Context: an optimization exercise on an open-source flow, tuned for small area. The choices shown serve that exercise and are no tape-out recipe. In this exercise RTL edits were held to simulation tests only and were not proved equivalent to the original. Power and IR drop assume default switching activity.

Setup of the baseline:
// drvAd56x3
module drvAd56x3
   #( parameter SIGN_A = "UNSIGNED",  
                SIGN_B = "UNSIGNED",
                DATA_WIDTH    = 14,   
                SCLK_DIVIDER  = 2,    
                SYNC_DURATION = 5)    
    (input logic                     clk,
     input logic                     reset,
     input  logic            [2 : 0] avsAdr,
     input  logic                    avsWr,
     input  logic           [15 : 0] avsWrData,
     input  logic                    avsRd,
     output logic           [15 : 0] avsRdData,
     input  logic                    asiValid0,
     input  logic [DATA_WIDTH-1 : 0] asiData0,
     output logic                    asiRdy0,
     input  logic                    asiValid1,
     input  logic [DATA_WIDTH-1 : 0] asiData1,
     output logic                    asiRdy1,
     output logic                    dacSync,
     output logic                    dacSclk,
     output logic                    dacDin);
Size: about 620 cells after synthesis, ~74 I/O pins, about 6400 µm² of cells after synthesis.
==> module drvAd56x3_parm, before the edit <==
module drvAd56x3_parm
    (input  logic                 clk,
     input  logic                 reset,
     input  logic         [2 : 0] avsAdr,
     input  logic                 avsWr,
     input  logic        [15 : 0] avsWrData,
     input  logic                 avsRd,
     output logic        [15 : 0] avsRdData,
     output logic                 genSel,
     output logic                 chSwap,
     output logic        [15 : 0] ceDivider,
     output logic        [15 : 0] incrRate0,
     output logic        [15 : 0] incrRate1);
    localparam logic [15 : 0] DEFAULT_CE_DIVIDER = 16'd125;
    localparam logic [15 : 0] DEFAULT_INCR_RATE0 = 16'h0001;
    localparam logic [15 : 0] DEFAULT_INCR_RATE1 = 16'hFFFF;
    logic       init;      
    logic [5:1] wrSel;     
    logic [5:1] keep;      
    logic [15 : 0] nIncrRate0, nIncrRate1;  
    assign init = reset | (avsWr & (avsAdr == 3'd0) & avsWrData[0]);
    always_comb
        for (int a = 1; a <= 5; a++) begin
            wrSel[a] = ~reset & avsWr & (avsAdr == 3'(a));
            keep[a]  = ~init & ~wrSel[a];
        end
    always_ff @(posedge clk) begin
        genSel    <= (wrSel[1] & avsWrData[0]) | (keep[1] & genSel);
        chSwap    <= (wrSel[2] & avsWrData[0]) | (keep[2] & chSwap);
        ceDivider <= ({16{wrSel[3]}} & avsWrData) | ({16{keep[3]}} & ceDivider) |
                     ({16{init}} & DEFAULT_CE_DIVIDER);
        nIncrRate0 <= ({16{wrSel[4]}} & ~avsWrData) | ({16{keep[4]}} & nIncrRate0) |
                      ({16{init}} & ~DEFAULT_INCR_RATE0);
        nIncrRate1 <= ({16{wrSel[5]}} & ~avsWrData) | ({16{keep[5]}} & nIncrRate1) |
                      ({16{init}} & ~DEFAULT_INCR_RATE1);
    end
    assign incrRate0 = ~nIncrRate0;
    assign incrRate1 = ~nIncrRate1;
    always_ff @(posedge clk, posedge reset)
    if (reset)
        avsRdData <= '0;
    else if (avsRd)
        case (avsAdr)
            3'd1: avsRdData <= {15'd0, genSel};
            3'd2: avsRdData <= {15'd0, chSwap};
            3'd3: avsRdData <= ceDivider;
            3'd4: avsRdData <= incrRate0;
            3'd5: avsRdData <= incrRate1;
            default: avsRdData <= '0;
        endcase
endmodule
==> module drvAd56x3_core, before the edit <==
module drvAd56x3_core
   #(parameter DATA_WIDTH = 14)
    (input  logic                    clk,
     input  logic                    reset,
     input  logic                    coreValid0,
     input  logic [DATA_WIDTH-1 : 0] coreData0,
     input  logic                    coreValid1,
     input  logic [DATA_WIDTH-1 : 0] coreData1,
     output logic                    coreRdy,
     output logic                    dacSync,
     output logic                    dacSclk,
     output logic                    dacDin);
    logic [5 : 0] phase;
    logic [4 : 0] bitCnt;
    logic         sclkSync;
    logic         channel;    
    logic         hsA;        
    logic         waitEnd;    
    logic [DATA_WIDTH-1 : 0] dataReg, dataBReg;
    logic         bitSel;
    assign bitCnt   = phase[5 : 1];
    assign sclkSync = phase[0];
    assign dacSclk  = ~sclkSync;
    assign dacSync  = bitCnt[4] & bitCnt[3];
    assign waitEnd  = (phase == 6'd57);
    assign coreRdy  = (bitCnt == 5'd28) & ~channel;
    assign hsA      = coreValid0 & coreRdy;
    always_ff @(posedge clk, posedge reset)
    if (reset)
        phase <= 6'd48;
    else if (waitEnd)
        phase <= channel ? 6'd0 : (hsA ? 6'd58 : 6'd56);
    else if (phase == 6'd59)
        phase <= 6'd0;
    else if ((phase == 6'd56) & hsA)
        phase <= 6'd59;
    else
        phase <= phase + 1'd1;
    always_ff @(posedge clk) begin
        channel   <= ~reset & (channel ^ (phase == 6'd47));
        dataBReg  <= ({DATA_WIDTH{~reset & coreValid1}} & coreData1) |
                     ({DATA_WIDTH{~reset & ~coreValid1}} & dataBReg);
    end
    logic loadA, loadB, shift;
    assign loadA = hsA;
    assign loadB = waitEnd & channel;
    assign shift = sclkSync & ((bitCnt[4:3] == 2'b01) | ((bitCnt[4:3] == 2'b10) & (bitCnt[2:0] < 3'd5)));
    always_ff @(posedge clk)
        dataReg <= ({DATA_WIDTH{loadA}} & coreData0) | ({DATA_WIDTH{loadB}} & dataBReg) |
                   ({DATA_WIDTH{shift}} & {dataReg[DATA_WIDTH-2 : 0], 1'b0}) |
                   ({DATA_WIDTH{~loadA & ~loadB & ~shift}} & dataReg);
    always_comb
    begin
        if (bitCnt[4:3] == 2'b00)
            bitSel = channel & bitCnt[1] & bitCnt[0];
        else if (bitCnt[4:3] == 2'b01 || (bitCnt[4:3] == 2'b10 && bitCnt[2:0] < 3'd6))
            bitSel = dataReg[DATA_WIDTH-1];
        else
            bitSel = 1'b0;
    end
    assign dacDin = bitSel;
endmodule
==> flow/config.mk <==
export PLATFORM = sky130hd
export DESIGN_NAME = drvAd56x3
export DESIGN_NICKNAME = drvAd56x3
export VERILOG_FILES = /design/flow/design.v
export SDC_FILE = /design/flow/constraint.sdc
export NUM_CORES = 4
export LEC_CHECK = 0
export CAP_MARGIN = 0
export CORE_MARGIN = 2
export CORE_UTILIZATION = 40
export SLEW_MARGIN = 0
==> flow/constraint.sdc <==
create_clock -name core_clock -period 10.0 [get_ports {clk}]
set_input_delay 2.0000 -clock core_clock [delete_from_list [all_inputs] [get_ports {clk}]]
set_output_delay 2.0000 -clock core_clock [all_outputs]
set_load 0.01 [all_outputs]
standard.sh (not shown) runs the stock make flow with config.mk's settings and CLKGATE_MAP_FILE= SYNTH_SCRIPT=/design/flow/synth_recipe.tcl, a recipe that flattens the netlist after the stock synthesis.
==> flow/flow/run.sh <==
#!/bin/bash
# Own layout flow. Synthesis is the standard synthesis with two changes to
# the combinational mapping only: ripple-carry adders (lcu_ripple.v) and an
# area-oriented ABC script. Layout is the standard ORFS flow with buf_1 port
# buffers and CTS without dummy loads. Each tool's output goes to its own log.
set -euo pipefail
W=$PWD
rm -rf "$W/synscripts"
cp -r "$FLOW_HOME/scripts" "$W/synscripts"
cp "$W/flow/abc_area.script" "$W/synscripts/abc_speed.script"
bash standard.sh SCRIPTS_DIR="$W/synscripts" \
  "SYNTH_OPERATIONS_ARGS=-extra-map $W/flow/lcu_ripple.v" \
  synth > "$W/synth.log" 2>&1
bash standard.sh \
  'BUFFER_PORTS_ARGS=-buffer_cell sky130_fd_sc_hd__buf_1' \
  'CTS_ARGS=-sink_clustering_enable -repair_clock_nets -buf_list sky130_fd_sc_hd__clkbuf_8 -dont_use_dummy_load' \
  finish > "$W/layout.log" 2>&1
==> flow/flow/abc_area.script <==
strash
ifraig
dc2
dch -f
amap -m -F 4 -A 8
topo
==> flow/flow/lcu_ripple.v <==
// ripple-carry lookahead unit: the carries of $alu are built as a chain
(* techmap_celltype = "$lcu" *)
module _80_lcu_ripple (P, G, CI, CO);
	parameter WIDTH = 2;
	(* force_downto *)
	input [WIDTH-1:0] P, G;
	input CI;
	(* force_downto *)
	output [WIDTH-1:0] CO;
	genvar i;
	generate
		for (i = 0; i < WIDTH; i = i + 1) begin : chain
			if (i == 0)
				assign CO[i] = G[i] | (P[i] & CI);
			else
				assign CO[i] = G[i] | (P[i] & CO[i-1]);
		end
	endgenerate
endmodule
Modified inputs, the candidate compared to the baseline
==> flow/design.v, changed modules only <==
module drvAd56x3_parm
    (input  logic                 clk,
     input  logic                 reset,
     input  logic         [2 : 0] avsAdr,
     input  logic                 avsWr,
     input  logic        [15 : 0] avsWrData,
     input  logic                 avsRd,
     output logic        [15 : 0] avsRdData,
     output logic                 genSel,
     output logic                 chSwap,
     output logic        [15 : 0] ceDivider,
     output logic        [15 : 0] incrRate0,
     output logic        [15 : 0] incrRate1);
    localparam logic [15 : 0] DEFAULT_CE_DIVIDER = 16'd125;
    localparam logic [15 : 0] DEFAULT_INCR_RATE0 = 16'h0001;
    localparam logic [15 : 0] DEFAULT_INCR_RATE1 = 16'hFFFF;
    logic       init;      
    logic [5:1] wrSel;     
    logic [5:1] keep;      
    assign init = reset | (avsWr & (avsAdr == 3'd0) & avsWrData[0]);
    always_comb
        for (int a = 1; a <= 5; a++) begin
            wrSel[a] = ~reset & avsWr & (avsAdr == 3'(a));
            keep[a]  = ~init & ~wrSel[a];
        end
    always_ff @(posedge clk) begin
        genSel    <= (wrSel[1] & avsWrData[0]) | (keep[1] & genSel);
        chSwap    <= (wrSel[2] & avsWrData[0]) | (keep[2] & chSwap);
        ceDivider <= ({16{wrSel[3]}} & avsWrData) | ({16{keep[3]}} & ceDivider) |
                     ({16{init}} & DEFAULT_CE_DIVIDER);
        incrRate0 <= ({16{wrSel[4]}} & avsWrData) | ({16{keep[4]}} & incrRate0) |
                     ({16{init}} & DEFAULT_INCR_RATE0);
        incrRate1 <= ({16{wrSel[5]}} & avsWrData) | ({16{keep[5]}} & incrRate1) |
                     ({16{init}} & DEFAULT_INCR_RATE1);
    end
    always_ff @(posedge clk, posedge reset)
    if (reset)
        avsRdData <= '0;
    else if (avsRd)
        case (avsAdr)
            3'd1: avsRdData <= {15'd0, genSel};
            3'd2: avsRdData <= {15'd0, chSwap};
            3'd3: avsRdData <= ceDivider;
            3'd4: avsRdData <= incrRate0;
            3'd5: avsRdData <= incrRate1;
            default: avsRdData <= '0;
        endcase
endmodule
module drvAd56x3_core
   #(parameter DATA_WIDTH = 14)
    (input  logic                    clk,
     input  logic                    reset,
     input  logic                    coreValid0,
     input  logic [DATA_WIDTH-1 : 0] coreData0,
     input  logic                    coreValid1,
     input  logic [DATA_WIDTH-1 : 0] coreData1,
     output logic                    coreRdy,
     output logic                    dacSync,
     output logic                    dacSclk,
     output logic                    dacDin);
    logic [5 : 0] phase;
    logic [4 : 0] bitCnt;
    logic         sclkSync;
    logic         channel;    
    logic         startData;
    logic         waitEnd;    
    logic [DATA_WIDTH-1 : 0] dataReg, dataBReg;
    logic         bitSel;
    assign bitCnt   = phase[5 : 1];
    assign sclkSync = phase[0];
    assign dacSclk  = ~sclkSync;
    assign dacSync  = bitCnt[4] & bitCnt[3];
    assign waitEnd  = (phase == 6'd57);
    assign coreRdy  = (bitCnt == 5'd28) & ~channel & ~startData;
    always_ff @(posedge clk, posedge reset)
    if (reset)
        phase <= 6'd48;
    else if (waitEnd)
        phase <= (channel | startData) ? 6'd0 : 6'd56;
    else
        phase <= phase + 1'd1;
    always_ff @(posedge clk) begin
        channel   <= ~reset & (channel ^ (phase == 6'd47));
        startData <= ~reset & ((coreValid0 & coreRdy) | (startData & ~sclkSync));
        dataBReg  <= ({DATA_WIDTH{~reset & coreValid1}} & coreData1) |
                     ({DATA_WIDTH{~reset & ~coreValid1}} & dataBReg);
    end
    always_ff @(posedge clk)
    if (coreValid0 & coreRdy)
        dataReg <= coreData0;
    else if (waitEnd & channel)
        dataReg <= dataBReg;
    always_comb
    begin
        if (bitCnt[4:3] == 2'b00)
            bitSel = channel & bitCnt[1] & bitCnt[0];
        else if (bitCnt[4:3] == 2'b01)
            bitSel = dataReg[13 - bitCnt[2:0]];
        else if (bitCnt[4:3] == 2'b10 && bitCnt[2:0] < 3'd6)
            bitSel = dataReg[5 - bitCnt[2:0]];
        else
            bitSel = 1'b0;
    end
    assign dacDin = bitSel;
endmodule
Results
Against the baseline, cell area after layout in the candidate came out worse. Synthesized instance count: the candidate vs the baseline up about 2%. Going from the baseline to the candidate, non-clock buffer count shrank by a few percent. The candidate vs the baseline — worst setup slack dropped 0.26 ns. Sort the candidate and the baseline by switching power of the nets, descending, and the baseline comes first. As of the candidate, synthesized area divided by synthesized cell count had risen slightly compared to the baseline. Measured against each other, the candidate and the baseline differ in total leakage power, the higher figure coming from the candidate. Summary — total length of routed wires, the candidate relative to the baseline: lower, by 2.1%. In the candidate the number of enable flip-flop cells after synthesis turned out 14 higher than in the baseline. Relative to the baseline, the maximum frequency measured on the candidate has decreased by a few percent. HPWL after detailed placement across the candidate and the baseline: no real change. Going from the baseline to the candidate, power share of the clock group went up 3.1 points, synthesized-area fraction occupied by and/or/nand/nor cells went up 0.23 points.

## port drivers added, routing unchanged
No port has a modelled driver above. Below, the same layouts with a new extraction and two added sets of constraints.
Step 1, drivers: a clkbuf_16 drives clk and a buf_2 each remaining input, both assumed.
Step 2 moves the port delays by t, midway between the first and last clock arrival at a register: inputs arrive t later, outputs are due t later. That takes back most of the time a late clock gives input paths.
Three values: no drivers, after step 1, after step 2; two values: the first two.
run | t, ns | slack for setup (ns) | latest minus earliest clock arrival (ns) | slew at the worst register clock pin (ns) | pins driven straight from the clock port
the baseline | 0.479 | 2.646 / 2.646 / 2.646 | 0.031 / 0.031 | 0.08 / 0.08 | 1
the candidate | 0.479 | 2.386 / 2.386 / 2.386 | 0.026 / 0.026 | 0.09 / 0.09 | 1
After both steps every run listed still meets setup and hold.
